Background: an optimization exercise with open tools, aiming at small area. Do not read the settings as production practice.
Only simulation tests tie the RTL to the original design; equivalence was not proved.
No activity file was given, so power comes from the tool's default toggle rates. No driver is modelled on the clock port, so clocking that relies on it looks cheaper here than on a real chip.

<file path="design.v">
module left_sel #(parameter W = 61) (s, a, c, y);
    input s;
    input [W-1:0] a, c;
    output [W-1:0] y;
    assign y = ~(({W{s}} & a) | c);
endmodule
module hold_gate #(parameter W = 61) (a, kn, y);
    input [W-1:0] a;
    input kn;
    output [W-1:0] y;
    assign y = ~(a | {W{kn}});
endmodule
module sel_inv #(parameter W = 60) (s1, a, s2, b, c, y);
    input s1, s2;
    input [W-1:0] a, b, c;
    output [W-1:0] y;
    assign y = ~(({W{s1}} & a) | ({W{s2}} & b) | c);
endmodule
module cardinal_router (cwsi, cwri, cwdi, ccwsi, ccwri, ccwdi, pesi, peri, pedi,
               cwso, cwro, cwdo, ccwso, ccwro, ccwdo, peso, pero, pedo,
               polarity, clk, reset);
    input cwsi, cwro, ccwsi, ccwro, pesi, pero, clk, reset, polarity;
    input [60:0] cwdi, ccwdi;        
    input [63:0] pedi;
    output cwri, cwso, ccwri, ccwso, peri, peso;
    output [60:0] cwdo, ccwdo;       
    output [63:0] pedo;
    reg [60:0] cwi_e, cwi_w, ccwi_e, ccwi_w;    
    reg [62:0] pei_e, pei_w;                    
    reg cwi_fe, ccwi_fe, pei_fe;                
    reg cwi_en, ccwi_en, pei_en;                
    reg [60:0] cwo_o, cwo_w, ccwo_o, ccwo_w;    
    reg [60:0] peo_o, peo_w;                    
    reg cwo_fo, cwo_fw, ccwo_fo, ccwo_fw, peo_fo, peo_fw;
    reg cwo_g, ccwo_g, peo_g;
    wire cwo_ri  = ~cwo_fw;
    wire ccwo_ri = ~ccwo_fw;
    wire peo_ri  = ~peo_fw;
    wire cwi_fwd  = ~cwi_e[48];
    wire ccwi_fwd = ~ccwi_e[48];
    wire pei_ccw  = ~pei_e[62];
    wire cwi_so_cw   = cwi_fe & cwo_ri & cwi_fwd;
    wire cwi_so_pe   = cwi_fe & peo_ri & ~cwi_fwd;
    wire ccwi_so_ccw = ccwi_fe & ccwo_ri & ccwi_fwd;
    wire ccwi_so_pe  = ccwi_fe & peo_ri & ~ccwi_fwd;
    wire pei_so_cw   = pei_fe & cwo_ri & ~pei_ccw;
    wire pei_so_ccw  = pei_fe & ccwo_ri & pei_ccw;
    wire cwo_g1 = cwi_so_cw & ~(pei_so_cw & cwo_g);
    wire cwo_g2 = pei_so_cw & ~(cwi_so_cw & ~cwo_g);
    wire cwo_si = cwi_so_cw | pei_so_cw;
    wire ccwo_g1 = ccwi_so_ccw & ~(pei_so_ccw & ccwo_g);
    wire ccwo_g2 = pei_so_ccw & ~(ccwi_so_ccw & ~ccwo_g);
    wire ccwo_si = ccwi_so_ccw | pei_so_ccw;
    wire peo_g1 = cwi_so_pe & ~(ccwi_so_pe & peo_g);
    wire peo_g2 = ccwi_so_pe & ~(cwi_so_pe & ~peo_g);
    wire peo_si = cwi_so_pe | ccwi_so_pe;
    assign cwri  = cwi_en;
    assign ccwri = ccwi_en;
    assign peri  = pei_en;
    assign cwso  = cwo_fo & cwro;
    assign ccwso = ccwo_fo & ccwro;
    assign peso  = peo_fo & pero;
    wire pe_take = pesi & (pedi[63] ^ polarity);
    wire cwi_fw_nx  = cwi_fe & ~(cwo_g1 | peo_g1);
    wire ccwi_fw_nx = ccwi_fe & ~(ccwo_g1 | peo_g2);
    wire pei_fw_nx  = pei_fe & ~(cwo_g2 | ccwo_g2);
    wire cwo_fw_nx  = cwo_fo & ~cwro;
    wire ccwo_fw_nx = ccwo_fo & ~ccwro;
    wire peo_fw_nx  = peo_fo & ~pero;
    wire [60:0] cwi_d, ccwi_d, cwi_k, ccwi_k;
    wire [62:0] pei_d, pei_k;
    left_sel #(61) cwi_sel (cwi_en, cwdi, cwi_w, cwi_d);
    left_sel #(61) ccwi_sel (ccwi_en, ccwdi, ccwi_w, ccwi_d);
    left_sel #(63) pei_sel (pei_en, pedi[62:0], pei_w, pei_d);
    hold_gate #(61) cwi_hold (cwi_e, ~cwi_fw_nx | reset, cwi_k);
    hold_gate #(61) ccwi_hold (ccwi_e, ~ccwi_fw_nx | reset, ccwi_k);
    hold_gate #(63) pei_hold (pei_e, ~pei_fw_nx | reset, pei_k);
    wire [59:0] cwo_l1  = {cwi_e[60:55], cwi_e[54:49], cwi_e[47:0]};
    wire [59:0] cwo_l2  = {pei_e[61:56], pei_e[54:49], pei_e[47:0]};
    wire [59:0] ccwo_l1 = {ccwi_e[60:55], ccwi_e[54:49], ccwi_e[47:0]};
    wire [59:0] peo_l1  = {cwi_e[60:55], cwi_e[54:49], cwi_e[47:0]};
    wire [59:0] peo_l2  = {ccwi_e[60:55], ccwi_e[54:49], ccwi_e[47:0]};
    wire [60:0] cwo_d, ccwo_d, peo_d, cwo_k, ccwo_k, peo_k;
    sel_inv #(60) cwo_sel (cwo_g1, cwo_l1, cwo_g2, cwo_l2,
        {cwo_w[60:55], cwo_w[53:0]}, {cwo_d[60:55], cwo_d[53:0]});
    assign cwo_d[54] = ~(cwo_g1 | (cwo_g2 & pei_e[55]) | cwo_w[54]);
    sel_inv #(60) ccwo_sel (ccwo_g1, ccwo_l1, ccwo_g2, cwo_l2,
        {ccwo_w[60:55], ccwo_w[53:0]}, {ccwo_d[60:55], ccwo_d[53:0]});
    assign ccwo_d[54] = ~(ccwo_g1 | (ccwo_g2 & pei_e[55]) | ccwo_w[54]);
    sel_inv #(60) peo_sel (peo_g1, peo_l1, peo_g2, peo_l2,
        peo_w[59:0], peo_d[59:0]);
    assign peo_d[60] = ~(peo_g1 | peo_w[60]);
    hold_gate #(61) cwo_hold (cwo_o, ~cwo_fw_nx, cwo_k);
    hold_gate #(61) ccwo_hold (ccwo_o, ~ccwo_fw_nx, ccwo_k);
    hold_gate #(61) peo_hold (peo_o, ~peo_fw_nx, peo_k);
    always @(posedge clk) begin
        cwi_e  <= cwi_d;
        cwi_w  <= cwi_k;
        ccwi_e <= ccwi_d;
        ccwi_w <= ccwi_k;
        pei_e  <= pei_d;
        pei_w  <= pei_k;
        cwo_o  <= cwo_d;
        cwo_w  <= cwo_k;
        ccwo_o <= ccwo_d;
        ccwo_w <= ccwo_k;
        peo_o  <= peo_d;
        peo_w  <= peo_k;
    end
    always @(posedge clk) begin
        if (reset) begin
            cwi_fe <= 0; cwi_en <= 1;
            ccwi_fe <= 0; ccwi_en <= 1;
            pei_fe <= 0; pei_en <= 1;
            cwo_fo <= 0; cwo_fw <= 0;
            ccwo_fo <= 0; ccwo_fw <= 0;
            peo_fo <= 0; peo_fw <= 0;
            cwo_g <= 0; ccwo_g <= 0; peo_g <= 0;
        end else begin
            cwi_fe  <= ~cwi_en | cwsi;
            cwi_en  <= ~cwi_fw_nx;
            ccwi_fe <= ~ccwi_en | ccwsi;
            ccwi_en <= ~ccwi_fw_nx;
            pei_fe  <= ~pei_en | pe_take;
            pei_en  <= ~pei_fw_nx;
            cwo_fo  <= cwo_fw | cwo_si;
            cwo_fw  <= cwo_fw_nx;
            ccwo_fo <= ccwo_fw | ccwo_si;
            ccwo_fw <= ccwo_fw_nx;
            peo_fo  <= peo_fw | peo_si;
            peo_fw  <= peo_fw_nx;
            cwo_g  <= cwo_g  ^ (cwi_so_cw & pei_so_cw);
            ccwo_g <= ccwo_g ^ (ccwi_so_ccw & pei_so_ccw);
            peo_g  <= peo_g  ^ (cwi_so_pe & ccwi_so_pe);
        end
    end
    assign pedo = {~polarity, peo_o[60:54], 2'b00, peo_o[53:0]};
    assign cwdo  = cwo_o;
    assign ccwdo = ccwo_o;
endmodule
module cardinal_ring (node0_pesi, node0_peri, node0_pedi, node0_peso, node0_pero, node0_pedo, node0_polarity,
                  node1_pesi, node1_peri, node1_pedi, node1_peso, node1_pero, node1_pedo, node1_polarity,
                  node2_pesi, node2_peri, node2_pedi, node2_peso, node2_pero, node2_pedo, node2_polarity,
                  node3_pesi, node3_peri, node3_pedi, node3_peso, node3_pero, node3_pedo, node3_polarity,
                  clk, reset);
    input clk, reset;
    input node0_pesi, node0_pero;
    input [63:0] node0_pedi;
    output node0_peri, node0_peso, node0_polarity;
    output [63:0] node0_pedo;
    input node1_pesi, node1_pero;
    input [63:0] node1_pedi;
    output node1_peri, node1_peso, node1_polarity;
    output [63:0] node1_pedo;
    input node2_pesi, node2_pero;
    input [63:0] node2_pedi;
    output node2_peri, node2_peso, node2_polarity;
    output [63:0] node2_pedo;
    input node3_pesi, node3_pero;
    input [63:0] node3_pedi;
    output node3_peri, node3_peso, node3_polarity;
    output [63:0] node3_pedo;
    reg polarity;
    always @(posedge clk) begin
        if (reset) polarity <= 0;
        else polarity <= ~polarity;
    end
    assign node0_polarity = polarity;
    assign node1_polarity = polarity;
    assign node2_polarity = polarity;
    assign node3_polarity = polarity;
    wire cwso_0, cwso_1, cwso_2, cwso_3;
    wire ccwso_0, ccwso_1, ccwso_2, ccwso_3;
    wire cwri_0, cwri_1, cwri_2, cwri_3;
    wire ccwri_0, ccwri_1, ccwri_2, ccwri_3;
    wire [60:0] cwdo_0, cwdo_1, cwdo_2, cwdo_3;
    wire [60:0] ccwdo_0, ccwdo_1, ccwdo_2, ccwdo_3;
    cardinal_router router_0 (cwso_3, cwri_0, cwdo_3, ccwso_1, ccwri_0, ccwdo_1, node0_pesi, node0_peri, node0_pedi,
                          cwso_0, cwri_1, cwdo_0, ccwso_0, ccwri_3, ccwdo_0, node0_peso, node0_pero, node0_pedo,
                          polarity, clk, reset);
    cardinal_router router_1 (cwso_0, cwri_1, cwdo_0, ccwso_2, ccwri_1, ccwdo_2, node1_pesi, node1_peri, node1_pedi,
                          cwso_1, cwri_2, cwdo_1, ccwso_1, ccwri_0, ccwdo_1, node1_peso, node1_pero, node1_pedo,
                          polarity, clk, reset);
    cardinal_router router_2 (cwso_1, cwri_2, cwdo_1, ccwso_3, ccwri_2, ccwdo_3, node2_pesi, node2_peri, node2_pedi,
                          cwso_2, cwri_3, cwdo_2, ccwso_2, ccwri_1, ccwdo_2, node2_peso, node2_pero, node2_pedo,
                          polarity, clk, reset);
    cardinal_router router_3 (cwso_2, cwri_3, cwdo_2, ccwso_0, ccwri_3, ccwdo_0, node3_pesi, node3_peri, node3_pedi,
                          cwso_3, cwri_0, cwdo_3, ccwso_3, ccwri_2, ccwdo_3, node3_peso, node3_pero, node3_pedo,
                          polarity, clk, reset);
endmodule
</file>
<file path="flow/run.sh">
#!/bin/bash
# Layout flow: the standard flow (standard.sh, standard synthesis
# unchanged) with these changes, set in opts.sh:
#  - port buffers use the smallest buffer (sky130_fd_sc_hd__buf_1),
#  - clock tree synthesis inserts no dummy loads and uses the buffers and
#    sink cluster sizes given in opts.sh,
#  - other ORFS variables exported by opts.sh: PRE_FLOORPLAN_TCL runs
#    downsize.tcl, which sets the synthesized data-path gates to their
#    smallest drive strength before floorplanning (later repair steps
#    upsize or buffer where needed), and RECOVER_POWER downsizes gates with
#    timing slack after global routing.
# Each tool's full output is in the ORFS logs under orfs/logs; make's own
# output goes to flow.log in the work folder.
set -euo pipefail
HERE="$(cd "$(dirname "${BASH_SOURCE[0]}")" && pwd)"
WORK="$(pwd)"
export BUFFER_PORTS_ARGS="-buffer_cell sky130_fd_sc_hd__buf_1"
CTS_BUFS="sky130_fd_sc_hd__clkbuf_16"
CTS_EXTRA=""
if [[ -f "$HERE/opts.sh" ]]; then source "$HERE/opts.sh"; fi
export CTS_ARGS="-sink_clustering_enable -repair_clock_nets -dont_use_dummy_load -buf_list {$CTS_BUFS} $CTS_EXTRA"
bash "$WORK/standard.sh" > "$WORK/flow.log" 2>&1 || { tail -50 "$WORK/flow.log"; exit 1; }
tail -5 "$WORK/flow.log"
</file>
<file path="flow/downsize.tcl">
# Downsize the synthesized data-path gates to their smallest drive
# strength; later repair steps upsize or buffer where slew, capacitance or
# timing need it.
set ds_count 0
foreach inst [get_cells *] {
  set master [get_property $inst ref_name]
  if {[regexp {^(sky130_fd_sc_hd__(a221oi|a222oi|a21oi|a22o|a22oi|nor2|nand2|o21ai|inv))_([2-9]|1[0-9])$} $master -> base]} {
    if {[llength [get_lib_cells ${base}_1]] > 0} {
      replace_cell $inst ${base}_1
      incr ds_count
    }
  }
}
puts "downsize: replaced $ds_count instances"
</file>
<file path="flow/opts.sh">
CTS_BUFS="sky130_fd_sc_hd__clkbuf_16"
CTS_EXTRA="-sink_clustering_size 30 -sink_clustering_max_diameter 80"
export RECOVER_POWER=100
export PRE_FLOORPLAN_TCL="$HERE/downsize.tcl"
</file>
<file path="standard.sh">
#!/bin/bash
# synth_recipe.tcl (not shown) runs the flow's synth.tcl, then flattens the netlist and writes it again
# the make line also repeats each setting of config.mk as NAME=value (left out here)
make -C /OpenROAD-flow-scripts/flow DESIGN_CONFIG=/design/flow/config.mk WORK_HOME=/design/flow/orfs CLKGATE_MAP_FILE= SYNTH_SCRIPT=/design/flow/synth_recipe.tcl "${@:-finish}"
</file>
<file path="config.mk">
export PLATFORM = sky130hd
export DESIGN_NAME = cardinal_ring
export DESIGN_NICKNAME = cardinal_ring
export VERILOG_FILES = /design/flow/design.v
export SDC_FILE = /design/flow/constraint.sdc
export NUM_CORES = 4
export LEC_CHECK = 0
export CAP_MARGIN = 0
export CORE_MARGIN = 2
export CORE_UTILIZATION = 60
export PLACE_DENSITY = 0.7
export SLEW_MARGIN = 0
export SYNTH_HIERARCHICAL = 1
</file>
<file path="constraint.sdc">
create_clock -name core_clock -period 5.0 [get_ports {clk}]
set_input_delay 1.0000 -clock core_clock [delete_from_list [all_inputs] [get_ports {clk}]]
set_output_delay 1.0000 -clock core_clock [all_outputs]
set_load 0.01 [all_outputs]
</file>
==> results of run 1 <==
## registers in the layout, indices dropped and copies added (netlist names), 62 cells and up
name and flops:
router_3.pei_w 62, router_0.pei_w 62, router_2.pei_e 62, router_1.pei_w 62, router_1.pei_e 62, router_3.pei_e 62
router_2.pei_w 62, router_0.pei_e 62
## worst min path at each step
stage | start | slack, ns | end
3_5_place_dp | router_1.ccwi_w[33]$_DFF_P_ | 0.37 | router_1.ccwi_e[33]$_DFF_P_
5_1_grt | router_3.ccwi_w[57]$_DFF_P_ | 0.34 | router_3.ccwi_e[57]$_DFF_P_
3_3_place_gp | router_0.ccwi_w[3]$_DFF_P_ | 0.37 | router_0.ccwi_e[3]$_DFF_P_
2_1_floorplan | router_0.ccwi_w[0]$_DFF_P_ | 0.37 | router_0.ccwi_e[0]$_DFF_P_
6_report | router_3.ccwi_w[57]$_DFF_P_ | 0.31 | router_3.ccwi_e[57]$_DFF_P_
4_1_cts | router_3.ccwi_w[57]$_DFF_P_ | 0.31 | router_3.ccwi_e[57]$_DFF_P_
## placed cells by master (no fill, tap or decap), drive strengths merged
| master | n |
|---|---|
| dfxtp | 2997 |
| nor2 | 1485 |
| a21oi | 776 |
| a221oi | 720 |
| buf | 540 |
| clkbuf | 194 |
| inv | 24 |
| nand2b | 24 |
| or4b | 24 |
| nand2 | 16 |
| a311oi | 16 |
| o31ai | 12 |
| or4 | 12 |
| and2 | 12 |
| a211oi | 8 |
| conb | 8 |
| diode | 4 |
| nor3b | 4 |
| o2111a | 4 |
| xor2 | 4 |
| a31oi | 4 |
| nor3 | 4 |
## per-stage QoR
stage / cell area [µm²] / util (%) / hold slack, ns
after detailed placement: 82400 / 60.7 / 0.368
after global placement: 82400 / 60.7 / 0.366
final: 84700 / 62.5 / 0.315
after CTS: 85200 / 62.8 / 0.315
after floorplan: 82100 / - / 0.365
after global routing: 84700 / 62.5 / 0.336
## report_power, final
part	internal (mW)	switching [mW]	leakage (nW)	total, mW
registers	24.6	0.650	24.3	25.2
clock network	4.06	6.86	1.39	10.9
logic	0.348	0.680	5.36	1.03
total	29.0	8.19	31.1	37.2
## critical path: stages, from the launching register on
cell and delay (ns):
dfxtp_1 0.33, nand2b_1 2.89, clkbuf_1 0.68, nor2_1 0.14
## cell type report
cell class	count	area [µm²]
inverters	24	90.1
multi-input cells	3133	17000
repair buffers	621	2560
clock buffers	113	2830
diodes	4	10.0
fillers	10900	50900
flip-flops and latches	2997	60000
well taps	1781	2230
## metal layers
metal	routed length, µm	up-vias	GRT usage [%]	part of all wire, %
met1	105000	26700	50.2	40
li1	-	23200	-	-
met4	12000	8	14.2	4.6
met3	31100	582	8.95	12
met2	112000	3462	53.4	43
met5	50	-	0	0.019
==> impl_results.md, run 1 <==
* Maximum number of pins on one net before global-route repair at 63
* Reg-to-reg setup timing slack at 0.81 ns
* Final hold violations at 0
* Overall Power at ~37 mW
* Layout Skew at 0.0569 ns
* Worst hold path depth at 1
* Total global routing overflow at 0
* Tightest slew margin relative to the limit at -169%
* Number of cells traversed by the worst register-to-register path at 3
* Crit Path Class: flop to flop
* Wire length per cell after detailed routing at approximately 30 µm
* Initial core utilization at 60.5%
* Max Freq at approximately 240 MHz
* Critical register-to-register path endpoint: router_3.ccwo_w[56]$_DFF_P_
* Final setup violating endpoints at 0
* Remaining DRCs at 0
* Wire length of the first global-routing pass at 363 mm
* Deepest level of the CTS H-tree at 3
* Floorplan die area at 0.140 mm²
* Maximum resistive drop on vdd at between 0.0002 and 0.0003 V
* Count of max-cap constraint violations at 40
* Final max-slew violation count at approximately 1500
* Hold Path Class: flop to flop
* Buffer type at the clock tree root: clkbuf_16
* Critical path startpoint: router_2.ccwi_en$_SDFF_PP1_
* Clock insertion delay at the later pin of the skew report at 0.77 ns
* Period Utilization, post-route at 83.7%
* Cells after Synth at ~6600
* Via count of the first global-routing pass at between 50000 and 60000
* Data arrival time at the worst-slack endpoint at 4.81 ns
* Worst Path Max Fanout at 45
* Dpl cells at approximately 8600
* Setup slack after layout at a little over 0.8 ns
* Cell Area, Synth at a little over 0.08 mm²
* Synthesis-to-finish area growth at 3.23%
* Drt via density at 6.22
* TritonCTS buffer count at about 110
* Number of input and output port buffers inserted at around 520
* Lkg Pwr at approximately 31 nW
* Yosys warnings at 8
* Detailed-route via count at approximately 54000
* Pwr dens at approximately 440 mW/mm²
* Bufs on Longest Clock Path at 3
* Setup fix buffers added after clock tree synthesis at 0
* Status: failed layout checks
* Count of hold-fix buffers inserted at cts at 0
* Dpl ws at 1.60 ns
* Number of antenna violations at the first check in global routing at 12
* Period minus WS final at ~4.2 ns
* Number of nets with antenna violations after routing at 0
* Floorplan die height at 374 µm
* Core Rows at around 140
* Clock edge transition at the registers on the reported setup and hold paths at 0.10 ns
* CTS tree: yes
* Setup crit end: router_3.ccwo_w[56]$_DFF_P_
* Aggregate negative setup slack at 0 ns
* Crit. End Element: flop
* Post-synthesis area per instance at around 12 µm²
* Reg-to-Reg Start: router_2.ccwi_en$_SDFF_PP1_
* Count of clock tree sinks at roughly 3000
* Number of detailed-routing iterations run before antenna repair at 7
* Global routing usage summed across all routing layers at between 30 and 40%
* DR iter-0 viols at 7531
* Setup repair after global routing missed its margin: no
* Violated Checks: capacitance limit, slew limit
* Transition time at the pin with the least slew margin at between 4 and 5 ns
* Worst Setup Start Kind: flop
* Die width at ~370 µm
* Number of gates resized after cts at 0
* Number of ports placed on the die boundary at 534
* Number of nets in the layout at 7156
* Critical Path RT at approximately 5.6 ns
* Non-filler cells in the finished layout at between 8000 and 9000
* Half-perimeter wire length after detailed placement at roughly 150 mm
* Routed wire length at ~260 mm
* CORE AREA at around 0.14 mm²
* Placer Congestion at between 0.8 and 0.9
* Fraction of final layout cells sized beyond drive strength 1 at a little over 3%
==> run 2, diff against run 1 <==
--- a/flow/run.sh
+++ b/flow/run.sh
@@ -9,4 +9,3 @@
 #    smallest drive strength before floorplanning (later repair steps
-#    upsize or buffer where needed), and RECOVER_POWER downsizes gates with
-#    timing slack after global routing.
+#    upsize or buffer where needed).
 # Each tool's full output is in the ORFS logs under orfs/logs; make's own
==> flow/opts.sh (replaced) <==
CTS_BUFS="sky130_fd_sc_hd__clkbuf_16"
CTS_EXTRA="-sink_clustering_size 30 -sink_clustering_max_diameter 80"
export PRE_FLOORPLAN_TCL="$HERE/downsize.tcl"
==> impl_results.md, run 2 <==
* Status: complete, no violations
* DR iter-0 viols at 7522 (-0.12%)
* CTS tree: yes
* Reg-to-Reg Start: router_0.ccwi_fe$_SDFF_PP0_
* Wire length per cell after detailed routing at 30.0 µm (+0.17%)
* Number of nets in the layout at 7156 (unchanged)
* Setup fix buffers added after clock tree synthesis at 0 (unchanged)
* Floorplan die height at 374 µm (unchanged)
* Half-perimeter wire length after detailed placement at 152 mm (unchanged)
* Aggregate negative setup slack at 0 ns (unchanged)
* Final setup violating endpoints at 0 (unchanged)
* Tightest slew margin relative to the limit at 17.0% (+190 points)
* Post-synthesis area per instance at 12.5 µm² (unchanged)
* Crit. End Element: flop
* Cell Area, Synth at 0.0821 mm² (unchanged)
* Most common cell after layout, fill and taps aside: dfxtp_1
* Worst path top cell family by delay: buffers and inverters
* Bufs on Longest Clock Path at 3 (unchanged)
* Yosys warnings at 8 (unchanged)
* Clock edge transition at the registers on the reported setup and hold paths at 0.10 ns (about the same)
* Cell repeated most along the worst path: buf_4
* Maximum resistive drop on vdd at 0.000283 V (-0.30%)
* Maximum number of pins on one net before global-route repair at 63 (unchanged)
* Worst Path Max Fanout at 29 (-36%)
* Period Utilization, post-route at 66.5% (-17 points)
* CORE AREA at 0.136 mm² (unchanged)
* Layout Skew at 0.0577 ns (+0.000822 ns)
* Hold Path Class: flop to flop
* Data arrival time at the worst-slack endpoint at 3.92 ns (-0.89 ns)
* Count of max-cap constraint violations at 0 (-100%)
* Overall Power at 37.2 mW (about the same)
* Floorplan die area at 0.140 mm² (unchanged)
* Most frequent cells in the layout: 2985 x dfxtp_1, 1485 x nor2_1, 776 x a21oi_1
* Remaining DRCs at 0 (unchanged)
* Wire length of the first global-routing pass at 363 mm (unchanged)
* Peak per-stage delay on the critical path at 0.84 ns (-2.05 ns)
* Clock insertion delay at the later pin of the skew report at 0.77 ns (about the same)
* Synthesis-to-finish area growth at 3.85%
* Number of gates resized after cts at 0 (unchanged)
* Max Freq at 301 MHz (+26%)
* Fraction of final layout cells sized beyond drive strength 1 at 4.04% (+0.93 points)
* Number of antenna violations at the first check in global routing at 12 (unchanged)
* Final hold violations at 0 (unchanged)
* Routed wire length at 260 mm (+0.17%)
* Number of input and output port buffers inserted at 521 (unchanged)
* Via count of the first global-routing pass at 51600 (unchanged)
* Final max-slew violation count at 0 (-100%)
* Die width at 374 µm (unchanged)
* Number of nets with antenna violations after routing at 0 (unchanged)
* Placer Congestion at 0.859 (unchanged)
* Count of hold-fix buffers inserted at cts at 0 (unchanged)
* Buffer type at the clock tree root: clkbuf_16
* Pwr dens at 436 mW/mm² (-0.58%)
* Number of detailed-routing iterations run before antenna repair at 6 (-1)
* Period minus WS final at 3.33 ns (-0.860 ns)
* Detailed-route via count at 54100 (+0.31%)
* Setup repair after global routing missed its margin: no
* Count of clock tree sinks at 2997 (unchanged)
* Number of buffers and inverters on the critical path at 2 (+1)
* Critical path cell sequence: nand2_1 > a311oi_4 > buf_4 > buf_4 > a221oi_1
* Critical Path RT at 5.60 ns (-0.03 ns)
* Launch instance of the worst min-delay path: router_3.ccwi_w[57]$_DFF_P_
* Transition time at the pin with the least slew margin at 1.24 ns (-2.79 ns)
* Filler cell count in the final layout at 10800 (-0.93%)
* Number of ports placed on the die boundary at 534 (unchanged)
* Core Rows at 135 (unchanged)
* Initial core utilization at 60.5% (unchanged)
* Deepest level of the CTS H-tree at 3 (unchanged)
* Storage element area at 0.0600 mm² (about the same)
* Slowest library cell on the worst path: a311oi_4
* Lkg Pwr at 31.3 nW (+0.74%)
* Global routing usage summed across all routing layers at 35.8% (unchanged)
* TritonCTS buffer count at 113 (unchanged)
* Critical path startpoint: router_0.ccwi_fe$_SDFF_PP0_
* Worst Setup Start Kind: flop
* Cells after Synth at 6585 (unchanged)
* Crit Path Class: flop to flop
* Total global routing overflow at 0 (unchanged)
* Drt via density at 6.24 (+0.31%)
* Footprint of the multi-input gates at 0.0173 mm² (+1.8%)
[run 2: worst register-to-register path: stages, from the launching register on]
cell      delay (ns)
dfxtp_1         0.59
nand2_1         0.21
a311oi_4        0.84
buf_4           0.62
buf_4           0.70
a221oi_1        0.23
[run 2: worst paths after layout]
path,endpoint,slack (ns),depth (start not counted)
hold reg to reg,router_3.ccwi_e[57]$_DFF_P_,0.32,1
setup / recovery,router_0.peo_o[17]$_DFF_P_,1.67,5
setup reg to reg,router_0.peo_o[17]$_DFF_P_,1.67,5
hold / removal,router_3.ccwi_e[57]$_DFF_P_,0.32,1
[run 2: metal layers]
| metal | GRT usage (%) | share of wire, % | vias to the layer above |
|---|---|---|---|
| li1 | - | - | 23200 |
| met1 | 50.2 | 41 | 26900 |
| met2 | 53.4 | 43 | 3400 |
| met3 | 8.95 | 12 | 557 |
| met4 | 14.2 | 4.4 | 12 |
| met5 | 0 | 0.032 | - |
[run 2: area by class of cell]
| type | count | area share (%) |
|---|---|---|
| clock buffers | 113 | 3.32 |
| inverters | 24 | 0.106 |
| multi-input cells | 3133 | 20.3 |
| diodes | 4 | 0.0117 |
| repair buffers | 621 | 3.19 |
| well taps | 1781 | 2.61 |
| flip-flops and latches | 2997 | 70.4 |
[run 2: per-stage QoR]
step / std cells / setup WS (ns) / hold WS (ns) / util, % / area (µm²)
5_1_grt: 8669 / 1.75 / 0.336 / 62.8 / 85200
3_3_place_gp: 8556 / 1.66 / 0.366 / 60.7 / 82400
6_report: 8673 / 1.67 / 0.316 / 62.8 / 85200
4_1_cts: 8669 / 1.89 / 0.315 / 62.8 / 85200
2_1_floorplan: 6589 / 2.85 / 0.365 / - / 82100
3_5_place_dp: 8556 / 1.60 / 0.368 / 60.7 / 82400
[run 2: power breakdown]
part           internal [mW]  switching [mW]  total, mW
sequential              24.6           0.657       25.2
combinational          0.355           0.685       1.04
clock                   4.06            6.85       10.9
==> run 3, diff against run 2 <==
--- a/config.mk
+++ b/config.mk
@@ -9,4 +9,4 @@
 export CORE_MARGIN = 2
-export CORE_UTILIZATION = 60
-export PLACE_DENSITY = 0.7
+export CORE_UTILIZATION = 72
+export PLACE_DENSITY = 0.82
 export SLEW_MARGIN = 0
==> impl_results.md, run 3 <==
* Placer Congestion at 0.874 (+1.7%)
* Global routing usage summed across all routing layers at 42.2% (+6.4 points)
* Crit Path Class: flop to flop
* Reg-to-Reg Start: router_1.pei_e[62]$_DFF_P_
* Wire length per cell after detailed routing at 30.6 µm (+2.0%)
* Dpl cells at 8262 (-3.4%)
* Via count of the first global-routing pass at 54100 (+4.7%)
* Global-route track usage on met2 at 62.9% (+9.6 points)
* Cells after Synth at 6585 (unchanged)
* Total global routing overflow at 0 (unchanged)
* GR Layer Usage met1 at 56.1% (+5.9 points)
* Worst hold path depth at 1 (unchanged)
* Pwr dens at 436 mW/mm² (about the same)
* Maximum resistive drop on vdd at 0.000303 V (+7.1%)
* Remaining DRCs at 0 (unchanged)
* Critical register-to-register path endpoint: router_1.ccwi_w[28]$_DFF_P_
* Clock edge transition at the registers on the reported setup and hold paths at 0.11 ns (about the same)
* Cell Area, Synth at 0.0821 mm² (unchanged)
* Transition time at the pin with the least slew margin at 1.36 ns (+0.111 ns)
* Core Rows at 123 (-8.9%)
* Die width at 342 µm (-8.6%)
* Count of max-cap constraint violations at 0 (unchanged)
* Buffer type at the clock tree root: clkbuf_16
* Floorplan die area at 0.117 mm² (-16%)
* Drt via density at 6.65 (+6.6%)
* Non-filler cells in the finished layout at 8375 (-3.4%)
* Reg-to-reg setup timing slack at 1.71 ns (+0.04 ns)
* Period Utilization, post-route at 65.8% (-0.74 points)
* Detailed-route via count at 55700 (+2.9%)
* Final setup violating endpoints at 0 (unchanged)
* Number of antenna violations at the first check in global routing at 3 (-9)
* Number of detailed-routing iterations run before antenna repair at 8 (+2)
* Setup repair after global routing missed its margin: no
* Max Freq at 304 MHz (+1.1%)
* Number of nets with antenna violations after routing at 0 (unchanged)
* Post-synthesis area per instance at 12.5 µm² (unchanged)
* Final hold violations at 0 (unchanged)
* Worst Setup Start Kind: flop
* Count of clock tree sinks at 2997 (unchanged)
* Initial core utilization at 72.8% (+12 points)
* Worst Path Max Fanout at 44 (+52%)
* Fraction of final layout cells sized beyond drive strength 1 at 3.81% (-0.22 points)
* Hold Path Class: flop to flop
* Deepest level of the CTS H-tree at 3 (unchanged)
* Yosys warnings at 8 (unchanged)
* Bufs on Longest Clock Path at 3 (unchanged)
* Most frequent cells in the layout: 2985 x dfxtp_1, 1485 x nor2_1, 776 x a21oi_1
* Half-perimeter wire length after detailed placement at 146 mm (-3.8%)
* Clock insertion delay at the later pin of the skew report at 0.75 ns (-0.02 ns)
* Aggregate negative setup slack at 0 ns (unchanged)
* Number of cells traversed by the worst register-to-register path at 5 (unchanged)
* Floorplan die height at 342 µm (-8.6%)
* Wire length of the first global-routing pass at 360 mm (-1.0%)
* Critical Path RT at 5.62 ns (+0.02 ns)
* DR iter-0 viols at 8228 (+9.4%)
* Period minus WS final at 3.29 ns (-0.0371 ns)
* Final max-slew violation count at 0 (unchanged)
* Filler cell count in the final layout at 7346 (-32%)
* Number of nets in the layout at 7140 (-0.22%)
* Most common cell after layout, fill and taps aside: dfxtp_1
* Layout Skew at 0.0440 ns (-0.0138 ns)
* Crit. End Element: flop
* TritonCTS buffer count at 110 (-2.7%)
* Launch instance of the worst min-delay path: router_0.cwo_w[48]$_DFF_P_
* Global Route met3 Usage at 11.1% (+2.2 points)
* Maximum number of pins on one net before global-route repair at 65 (+3.2%)
* Number of gates resized after cts at 0 (unchanged)
* Setup fix buffers added after clock tree synthesis at 0 (unchanged)
* CTS tree: yes
* Status: complete, no violations
* Lkg Pwr at 31.2 nW (-0.26%)
* Number of input and output port buffers inserted at 521 (unchanged)
* Data arrival time at the worst-slack endpoint at 3.90 ns (-0.02 ns)
* GRT busiest layer: met2
* Synthesis-to-finish area growth at 3.24%
* Count of hold-fix buffers inserted at cts at 0 (unchanged)
* Tightest slew margin relative to the limit at 9.65% (-7.4 points)
* Overall Power at 37.0 mW (-0.56%)
* Routed wire length at 256 mm (-1.5%)
* CORE AREA at 0.113 mm² (-17%)
* Hold Crit Endpoint: router_0.cwo_o[48]$_DFF_P_
* Number of ports placed on the die boundary at 534 (unchanged)
-- run 3: worst max-delay path: stages, from the launching register on --
cell and delay [ns]:
dfxtp_1 0.57, inv_1 0.15, a311oi_4 0.93, or4b_4 0.97, buf_4 0.41, nor2_1 0.10
-- run 3: through the flow --
step	hold slack (ns)	worst slack, ns	area (µm²)	utilization [%]
floorplan	0.365	2.85	82100	-
global placement	0.366	1.72	82000	72.7
detailed placement	0.368	1.65	82000	72.7
CTS	0.377	1.89	84700	75.1
global route	0.385	1.86	84700	75.1
finish	0.367	1.71	84700	75.1
-- run 3: worst max path at each step --
stage	startpoint	end	slack, ns	cells past startpoint
floorplan	node0_pero	node0_peso	2.85	1
global placement	reset	router_0.pei_w[24]$_DFF_P_	1.72	4
detailed placement	reset	router_0.pei_w[2]$_DFF_P_	1.65	4
CTS	router_1.pei_e[62]$_DFF_P_	router_1.ccwi_w[28]$_DFF_P_	1.89	5
global route	router_1.pei_e[62]$_DFF_P_	router_1.ccwi_w[28]$_DFF_P_	1.86	5
finish	router_1.pei_e[62]$_DFF_P_	router_1.ccwi_w[28]$_DFF_P_	1.71	5
-- run 3: layer usage --
metal	share of wire, %	vias to the layer above
met1	36	26900
met4	6.8	2
met5	0.0043	-
met2	43	4568
li1	-	23200
met3	14	980
-- run 3: final cells by class --
cell class                 count  area (µm²)  area share (%)
tap                         1500        1880            2.21
inverter                      24        90.1           0.106
antenna                        3        7.51         0.00886
clock buffer                 110        2750            3.25
multi-input combinational   3133       17300            20.4
timing repair buffer         608        2650            3.12
sequential                  2997       60000            70.8
-- run 3: where the power goes --
part | total (mW) | switching [mW] | internal (mW)
clock network | 10.7 | 6.73 | 3.96
logic | 1.03 | 0.678 | 0.354
registers | 25.2 | 0.675 | 24.6
total | 37.0 | 8.09 | 28.9
==> run 4, diff against run 3 <==
--- a/config.mk
+++ b/config.mk
@@ -9,4 +9,4 @@
 export CORE_MARGIN = 2
-export CORE_UTILIZATION = 72
-export PLACE_DENSITY = 0.82
+export CORE_UTILIZATION = 80
+export PLACE_DENSITY = 0.88
 export SLEW_MARGIN = 0
==> impl_results.md, run 4 <==
* Worst Setup Start Kind: flop
* Wire length per cell after detailed routing at 31.4 µm (+2.8%)
* TritonCTS buffer count at 109 (-0.91%)
* Period Utilization, post-route at 65.0% (-0.72 points)
* Area of placed instances at 0.0818 mm² (-0.23%)
* Layout Skew at 0.0321 ns (-0.0118 ns)
* Total global routing overflow at 0 (unchanged)
* Number of input and output port buffers inserted at 521 (unchanged)
* Final setup violating endpoints at 0 (unchanged)
* Overall Power at 37.0 mW (+0.10%)
* Clock edge transition at the registers on the reported setup and hold paths at 0.11 ns (about the same)
* Cells after Synth at 6585 (unchanged)
* Yosys warnings at 8 (unchanged)
* Footprint of the multi-input gates at 0.0173 mm² (about the same)
* Worst hold margin at 0.369 ns (+0.00203 ns)
* Bufs on Longest Clock Path at 3 (unchanged)
* DR iter-0 viols at 9851 (+20%)
* Wire length of the first global-routing pass at 368 mm (+2.3%)
* Final max-slew violation count at 0 (unchanged)
* Maximum resistive drop on vdd at 0.000347 V (+15%)
* Detailed-route via count at 57500 (+3.3%)
* Reg-to-Reg Start: router_0.pei_fe$_SDFF_PP0_
* Setup repair after global routing missed its margin: no
* Drt via density at 6.98 (+4.9%)
* Most frequent cells in the layout: 2985 x dfxtp_1, 1485 x nor2_1, 776 x a21oi_1
* CORE AREA at 0.102 mm² (-9.8%)
* Status: complete, no violations
* Pwr dens at 438 mW/mm² (+0.35%)
* Synthesis-to-finish area growth at 2.98%
* Launch instance of the worst min-delay path: router_0.pei_w[24]$_DFF_P_
* Setup fix buffers added after clock tree synthesis at 0 (unchanged)
* Lkg Pwr at 31.2 nW (-0.12%)
* Tightest slew margin relative to the limit at 7.67% (-2.0 points)
* Count of max-cap constraint violations at 0 (unchanged)
* Worst Path Max Fanout at 62 (+41%)
* Count of hold-fix buffers inserted at cts at 0 (unchanged)
* Max Freq at 308 MHz (+1.1%)
* Crit Path Class: flop to flop
* Number of nets in the layout at 7139 (-0.014%)
* Final hold violations at 0 (unchanged)
* Global routing usage summed across all routing layers at 47.5% (+5.3 points)
* Initial core utilization at 80.7% (+7.9 points)
* Remaining DRCs at 0 (unchanged)
* Filler cell count in the final layout at 5344 (-27%)
* Worst hold path depth at 1 (unchanged)
* Half-perimeter wire length after detailed placement at 146 mm (about the same)
* Core Rows at 117 (-4.9%)
* Critical Path RT at 5.58 ns (-0.04 ns)
* Number of antenna violations at the first check in global routing at 6 (+3)
* Crit. End Element: flop
* Die width at 324 µm (-5.1%)
* Dpl cells at 8130 (-1.6%)
* Number of ports placed on the die boundary at 534 (unchanged)
* Transition time at the pin with the least slew margin at 1.39 ns (+0.0298 ns)
* Data arrival time at the worst-slack endpoint at 3.83 ns (-0.07 ns)
* Critical path cell sequence: o2111a_2 > or4b_4 > nor2_1
* Non-filler cells in the finished layout at 8245 (-1.6%)
* Period minus WS final at 3.25 ns (-0.0362 ns)
* Placer Congestion at 0.894 (+2.3%)
* Most common cell after layout, fill and taps aside: dfxtp_1
* Number of cells traversed by the worst register-to-register path at 3 (-2)
* Fraction of final layout cells sized beyond drive strength 1 at 3.80% (-0.014 points)
* Aggregate negative setup slack at 0 ns (unchanged)
* CTS tree: yes
* Floorplan die area at 0.105 mm² (-9.9%)
* Peak per-stage delay on the critical path at 1.21 ns (+0.24 ns)
* Routed wire length at 259 mm (+1.2%)
* Number of gates resized after cts at 0 (unchanged)
* Critical path startpoint: router_0.pei_fe$_SDFF_PP0_
* Storage element area at 0.0600 mm² (about the same)
* Number of nets with antenna violations after routing at 0 (unchanged)
* Post-synthesis area per instance at 12.5 µm² (unchanged)
* Floorplan die height at 324 µm (-5.1%)
* Area of all placed cells without fillers at 0.0845 mm² (-0.25%)
* Slowest library cell on the worst path: o2111a_2
* Buffer type at the clock tree root: clkbuf_16
* Maximum number of pins on one net before global-route repair at 65 (unchanged)
* Via count of the first global-routing pass at 56600 (+4.8%)
* Count of clock tree sinks at 2997 (unchanged)
* Deepest level of the CTS H-tree at 3 (unchanged)
* Number of detailed-routing iterations run before antenna repair at 10 (+2)
* Cell Area, Synth at 0.0821 mm² (unchanged)
* Hold Path Class: flop to flop
* Clock insertion delay at the later pin of the skew report at 0.76 ns (about the same)
-- run 4: power breakdown --
| part | leakage [nW] | total (mW) | internal (mW) | switching (mW) |
|---|---|---|---|---|
| Combinational | 5.53 | 1.06 | 0.354 | 0.704 |
| Sequential | 24.3 | 25.2 | 24.6 | 0.680 |
| Clock | 1.34 | 10.7 | 3.93 | 6.77 |
| Total | 31.2 | 37.0 | 28.8 | 8.15 |
-- run 4: path summary, 6_finish.rpt --
kind	end	slack (ns)
worst max register to register	router_0.pei_w[61]$_DFF_P_	1.75
worst max-delay path	router_0.pei_w[61]$_DFF_P_	1.75
worst min-delay path	router_0.pei_e[24]$_DFF_P_	0.37
worst min register to register	router_0.pei_e[24]$_DFF_P_	0.37
-- run 4: layer usage --
| layer | GRT usage (%) | routed length, µm |
|---|---|---|
| met1 | 60.5 | 89000 |
| met2 | 69.8 | 110000 |
| met3 | 14.8 | 38500 |
| met4 | 32.4 | 21500 |
| met5 | 0 | 27 |
-- run 4: metrics by stage --
step,utilization [%],setup slack (ns)
final,83.1,1.75
after global routing,83.1,1.79
after CTS,83.1,1.89
after detailed placement,80.4,1.75
after global placement,80.4,1.83
after floorplan,-,2.85
-- run 4: cell type report --
class	count	area share, %
Multi-Input combinational cell	3133	20.5
Timing Repair Buffer	608	3.13
Inverter	24	0.107
Sequential cell	2997	71.0
Antenna cell	6	0.0178
Tap cell	1368	2.03
Clock buffer	109	3.23
-- run 4: worst max-delay path, delay by kind of cell (launching register included) --
kind	cells	cell delay (ns)
simple gates	2	1.14
flops	1	0.64
compound gates	1	1.21
==> run 5, diff against run 4 <==
==> flow/opts.sh (replaced) <==
CTS_BUFS="sky130_fd_sc_hd__clkbuf_16"
CTS_EXTRA="-sink_clustering_size 30 -sink_clustering_max_diameter 120"
export PRE_FLOORPLAN_TCL="$HERE/downsize.tcl"
==> impl_results.md, run 5 <==
* Count of hold-fix buffers inserted at cts at 0 (unchanged)
* Global routing usage summed across all routing layers at 47.5% (unchanged)
* Routed wire length at 259 mm (unchanged)
* Number of input and output port buffers inserted at 521 (unchanged)
* Remaining DRCs at 0 (unchanged)
* Clock insertion delay at the later pin of the skew report at 0.76 ns (about the same)
* Initial core utilization at 80.7% (unchanged)
* Fraction of final layout cells sized beyond drive strength 1 at 3.80% (unchanged)
* Deepest level of the CTS H-tree at 3 (unchanged)
* Final max-slew violation count at 0 (unchanged)
* Drt via density at 6.98 (unchanged)
* Lkg Pwr at 31.2 nW (unchanged)
* Worst Setup Start Kind: flop
* Crit Path Class: flop to flop
* Worst Path Max Fanout at 62 (unchanged)
* Footprint of the multi-input gates at 0.0173 mm² (unchanged)
* Bufs on Longest Clock Path at 3 (unchanged)
* Crit. End Element: flop
* Non-filler cells in the finished layout at 8245 (unchanged)
* Via count of the first global-routing pass at 56600 (unchanged)
* Max Freq at 308 MHz (unchanged)
* Tightest slew margin relative to the limit at 7.67% (unchanged)
* Number of nets with antenna violations after routing at 0 (unchanged)
* Reg-to-Reg Start: router_0.pei_fe$_SDFF_PP0_
* Buffer type at the clock tree root: clkbuf_16
* Dpl cells at 8130 (unchanged)
* Maximum number of pins on one net before global-route repair at 65 (unchanged)
* Most common cell after layout, fill and taps aside: dfxtp_1
* Pwr dens at 438 mW/mm² (unchanged)
* DR iter-0 viols at 9851 (unchanged)
* Final hold violations at 0 (unchanged)
* Number of nets in the layout at 7139 (unchanged)
* Wire length per cell after detailed routing at 31.4 µm (unchanged)
* Count of clock tree sinks at 2997 (unchanged)
* Post-synthesis area per instance at 12.5 µm² (unchanged)
* Status: complete, no violations
* Die width at 324 µm (unchanged)
* Wire length of the first global-routing pass at 368 mm (unchanged)
* Final setup violating endpoints at 0 (unchanged)
* Yosys warnings at 8 (unchanged)
* Most frequent cells in the layout: 2985 x dfxtp_1, 1485 x nor2_1, 776 x a21oi_1
* Core Rows at 117 (unchanged)
* Peak per-stage delay on the critical path at 1.21 ns (about the same)
* TritonCTS buffer count at 109 (unchanged)
* Count of max-cap constraint violations at 0 (unchanged)
* CORE AREA at 0.102 mm² (unchanged)
* Period minus WS final at 3.25 ns (unchanged)
* Floorplan die area at 0.105 mm² (unchanged)
* Total global routing overflow at 0 (unchanged)
* Transition time at the pin with the least slew margin at 1.39 ns (unchanged)
* Overall Power at 37.0 mW (unchanged)
* Floorplan die height at 324 µm (unchanged)
* Number of gates resized after cts at 0 (unchanged)
* Clock edge transition at the registers on the reported setup and hold paths at 0.11 ns (about the same)
* Filler cell count in the final layout at 5344 (unchanged)
* Number of antenna violations at the first check in global routing at 6 (unchanged)
* Critical path cell sequence: o2111a_2 > or4b_4 > nor2_1
* Launch instance of the worst min-delay path: router_0.pei_w[24]$_DFF_P_
* Cell Area, Synth at 0.0821 mm² (unchanged)
* Half-perimeter wire length after detailed placement at 146 mm (unchanged)
* Maximum resistive drop on vdd at 0.000347 V (unchanged)
* Critical Path RT at 5.58 ns (about the same)
* Placer Congestion at 0.894 (unchanged)
* Slowest library cell on the worst path: o2111a_2
* Setup repair after global routing missed its margin: no
* Number of ports placed on the die boundary at 534 (unchanged)
* Storage element area at 0.0600 mm² (unchanged)
* Data arrival time at the worst-slack endpoint at 3.83 ns (about the same)
* Critical path startpoint: router_0.pei_fe$_SDFF_PP0_
* Period Utilization, post-route at 65.0% (unchanged)
* CTS tree: yes
* Layout Skew at 0.0321 ns (unchanged)
* Hold Path Class: flop to flop
* Synthesis-to-finish area growth at 2.98% (unchanged)
* Cells after Synth at 6585 (unchanged)
* Aggregate negative setup slack at 0 ns (unchanged)
* Setup fix buffers added after clock tree synthesis at 0 (unchanged)
* Detailed-route via count at 57500 (unchanged)
* Worst hold margin at 0.369 ns (unchanged)
* Number of detailed-routing iterations run before antenna repair at 10 (unchanged)
[run 5: area by class of cell]
type | count | area share, %
inverters | 24 | 0.107
repair buffers | 608 | 3.13
clock buffers | 109 | 3.23
flip-flops and latches | 2997 | 71.0
well taps | 1368 | 2.03
multi-input cells | 3133 | 20.5
diodes | 6 | 0.0178
[run 5: worst paths after layout]
kind         slack [ns]  cells past startpoint                          to
min                0.37                      1  router_0.pei_e[24]$_DFF_P_
max                1.75                      3  router_0.pei_w[61]$_DFF_P_
max reg2reg        1.75                      3  router_0.pei_w[61]$_DFF_P_
min reg2reg        0.37                      1  router_0.pei_e[24]$_DFF_P_
[run 5: report_power, final]
group,internal (mW),switching [mW]
combinational,0.354,0.704
sequential,24.6,0.680
clock,3.93,6.77
total,28.8,8.15
[run 5: through the flow]
step	worst slack (ns)	util (%)	instance area, µm²
2_1_floorplan	2.85	-	82100
3_3_place_gp	1.83	80.4	81800
3_5_place_dp	1.75	80.4	81800
4_1_cts	1.89	83.1	84500
5_1_grt	1.79	83.1	84500
6_report	1.75	83.1	84500
[run 5: metal layers]
metal	part of all wire [%]	vias to the layer above	GRT usage, %
li1	-	23200	-
met1	34	27600	60.5
met2	42	5431	69.8
met3	15	1361	14.8
met4	8.3	4	32.4
met5	0.010	-	0
[run 5: critical path: cells and delay by family (launching register included)]
kind	cells	cell delay (ns)
compound gates	1	1.21
simple gates	2	1.14
flops	1	0.64
==> run 6, diff against run 5 <==
==> flow/opts.sh (replaced) <==
CTS_BUFS="sky130_fd_sc_hd__clkbuf_16 sky130_fd_sc_hd__clkbuf_8"
CTS_EXTRA="-sink_clustering_size 30 -sink_clustering_max_diameter 100"
export PRE_FLOORPLAN_TCL="$HERE/downsize.tcl"
==> impl_results.md, run 6 <==
* Routed wire length at 259 mm (unchanged)
* Post-synthesis area per instance at 12.5 µm² (unchanged)
* Wire length per cell after detailed routing at 31.4 µm (unchanged)
* Final setup violating endpoints at 0 (unchanged)
* Number of nets with antenna violations after routing at 0 (unchanged)
* Crit. End Element: flop
* Clock network power share at 28.9% (about the same)
* Number of antenna violations at the first check in global routing at 6 (unchanged)
* Pwr dens at 438 mW/mm² (unchanged)
* Most common cell after layout, fill and taps aside: dfxtp_1
* Number of detailed-routing iterations run before antenna repair at 10 (unchanged)
* Drt via density at 6.98 (unchanged)
* Count of max-cap constraint violations at 0 (unchanged)
* Critical Path RT at 5.58 ns (about the same)
* Yosys warnings at 8 (unchanged)
* Bufs on Longest Clock Path at 3 (unchanged)
* Filler cell count in the final layout at 5344 (unchanged)
* Number of ports placed on the die boundary at 534 (unchanged)
* Data arrival time at the worst-slack endpoint at 3.83 ns (about the same)
* Clock edge transition at the registers on the reported setup and hold paths at 0.11 ns (about the same)
* Floorplan die height at 324 µm (unchanged)
* Placer Congestion at 0.894 (unchanged)
* Total global routing overflow at 0 (unchanged)
* Part of the power in registers at 68.2% (about the same)
* Die width at 324 µm (unchanged)
* Final design utilization at 83.1% (unchanged)
* Deepest level of the CTS H-tree at 3 (unchanged)
* Launch instance of the worst min-delay path: router_0.pei_w[24]$_DFF_P_
* Synthesis-to-finish area growth at 2.98% (unchanged)
* CTS tree: yes
* Transition time at the pin with the least slew margin at 1.39 ns (unchanged)
* Crit Path Class: flop to flop
* Global routing usage summed across all routing layers at 47.5% (unchanged)
* Period Utilization, post-route at 65.0% (unchanged)
* Maximum number of pins on one net before global-route repair at 65 (unchanged)
* Hold Crit Endpoint: router_0.pei_e[24]$_DFF_P_
* Setup fix buffers added after clock tree synthesis at 0 (unchanged)
* Floorplan die area at 0.105 mm² (unchanged)
* Buffer type at the clock tree root: clkbuf_16
* Count of hold-fix buffers inserted at cts at 0 (unchanged)
* Area of placed instances at 0.0818 mm² (unchanged)
* Lkg Pwr at 31.2 nW (unchanged)
* Switching share of power at 22.0% (unchanged)
* Max Freq at 308 MHz (unchanged)
* Hold Path Class: flop to flop
* Tightest slew margin relative to the limit at 7.67% (unchanged)
* Maximum resistive drop on vdd at 0.000347 V (unchanged)
* Number of nets in the layout at 7139 (unchanged)
* Core Rows at 117 (unchanged)
* Final hold violations at 0 (unchanged)
* Status: complete, no violations
* Switching power at 8.15 mW (unchanged)
* Most frequent cells in the layout: 2985 x dfxtp_1, 1485 x nor2_1, 776 x a21oi_1
* Count of clock tree sinks at 2997 (unchanged)
* Final max-slew violation count at 0 (unchanged)
* Reg-to-reg setup timing slack at 1.75 ns (about the same)
* Worst hold path depth at 1 (unchanged)
* TritonCTS buffer count at 109 (unchanged)
* Worst Path Max Fanout at 62 (unchanged)
* Cells after Synth at 6585 (unchanged)
* Clock insertion delay at the later pin of the skew report at 0.76 ns (about the same)
* CORE AREA at 0.102 mm² (unchanged)
* Period minus WS final at 3.25 ns (unchanged)
* Initial core utilization at 80.7% (unchanged)
* DR iter-0 viols at 9851 (unchanged)
* Area of all placed cells without fillers at 0.0845 mm² (unchanged)
* Overall Power at 37.0 mW (unchanged)
* Half-perimeter wire length after detailed placement at 146 mm (unchanged)
* Worst Setup Start Kind: flop
* Number of gates resized after cts at 0 (unchanged)
* Aggregate negative setup slack at 0 ns (unchanged)
* Setup repair after global routing missed its margin: no
* Critical register-to-register path endpoint: router_0.pei_w[61]$_DFF_P_
* Part of the total power dissipated in combinational logic at 2.9% (about the same)
* Remaining DRCs at 0 (unchanged)
* Fraction of final layout cells sized beyond drive strength 1 at 3.80% (unchanged)
* Worst hold margin at 0.369 ns (unchanged)
* Via count of the first global-routing pass at 56600 (unchanged)
* Internal power of the cells at 28.8 mW (unchanged)
* Wire length of the first global-routing pass at 368 mm (unchanged)
* Layout Skew at 0.0321 ns (unchanged)
* Number of input and output port buffers inserted at 521 (unchanged)
* Cell Area, Synth at 0.0821 mm² (unchanged)
* Detailed-route via count at 57500 (unchanged)
* Reg-to-Reg Start: router_0.pei_fe$_SDFF_PP0_
* Number of cells traversed by the worst register-to-register path at 3 (unchanged)
==> run 6: critical path: stages (launching register included) <==
cell      delay (ns)
dfxtp_1         0.64
o2111a_2        1.21
or4b_4          1.00
nor2_1          0.14
==> run 6: worst max-delay path by stage <==
stage                                     from                    endpoint  slack [ns]  depth (start not counted)
floorplan                           node0_pero                  node0_peso        2.85                          1
global placement                         reset  router_1.cwi_w[23]$_DFF_P_        1.83                          4
detailed placement                       reset   router_1.pei_w[4]$_DFF_P_        1.75                          4
CTS                 router_3.pei_en$_SDFF_PP1_                  node3_peri        1.89                          1
global route        router_0.pei_fe$_SDFF_PP0_  router_0.pei_w[60]$_DFF_P_        1.79                          3
finish              router_0.pei_fe$_SDFF_PP0_  router_0.pei_w[61]$_DFF_P_        1.75                          3
==> run 6: power groups by stage <==
stage	clock network (mW)	registers, mW	logic [mW]
final	10.7	25.2	1.06
after global routing	11.4	25.3	1.08
after CTS	10.6	25.2	0.996
after detailed placement	0	25.7	0.978
after global placement	0	25.7	0.934
after floorplan	0	25.4	0.709
==> run 6: per-layer routing <==
| layer | up-vias | wire length [µm] | track usage (%) |
|---|---|---|---|
| met5 | - | 27 | 0 |
| met4 | 4 | 21500 | 32.4 |
| met3 | 1361 | 38500 | 14.8 |
| met2 | 5431 | 110000 | 69.8 |
| met1 | 27600 | 89000 | 60.5 |
| li1 | 23200 | - | - |
==> run 6: final cells by class <==
class / count / area, µm² / share of cell area, %
multi-input cells: 3133 / 17300 / 20.5
inverters: 24 / 90.1 / 0.107
repair buffers: 608 / 2650 / 3.13
diodes: 6 / 15.0 / 0.0178
well taps: 1368 / 1710 / 2.03
clock buffers: 109 / 2730 / 3.23
flip-flops and latches: 2997 / 60000 / 71.0
==> run 6: per-stage QoR <==
step,instances,worst slack [ns]
after CTS,8239,1.89
after global placement,8130,1.83
after detailed placement,8130,1.75
after global routing,8239,1.79
final,8245,1.75
after floorplan,6589,2.85

## afterwards: timing with drivers on the ports
The flow's constraints put no driver on any port. The routed layouts listed below were extracted and timed again, unchanged, in two steps.
Step 1 (the two cells are an assumption about what drives the block):
set clk [get_ports {clk}]
set_driving_cell -lib_cell sky130_fd_sc_hd__clkbuf_16 $clk
set_driving_cell -lib_cell sky130_fd_sc_hd__buf_2 [delete_from_list [all_inputs] $clk]
Step 2 times the ports against the registers' clock, not the clock port: input delays grow and output delays shrink by t, the midpoint of the rising clock arrivals with the driver on.
Three values: ideal, step 1, step 2; two values: the first two.
run	t, ns	setup slack, ns	worst setup path after step 2	pins driven straight from the clock port
run 1	0.834	0.815 / 0.815 / 0.223	input to register	1
run 2	0.834	1.675 / 1.675 / 1.498	input to register	1
run 3	0.806	1.712 / 1.712 / 1.556	input to register	1
run 4	0.823	1.748 / 1.748 / 1.629	input to register	1
run 5	0.823	1.748 / 1.748 / 1.629	input to register	1
run 6	0.823	1.748 / 1.748 / 1.629	input to register	1
The setup slack of run 1, which loses most, moves by 0.000 ns with the drivers and by -0.592 ns with both steps.
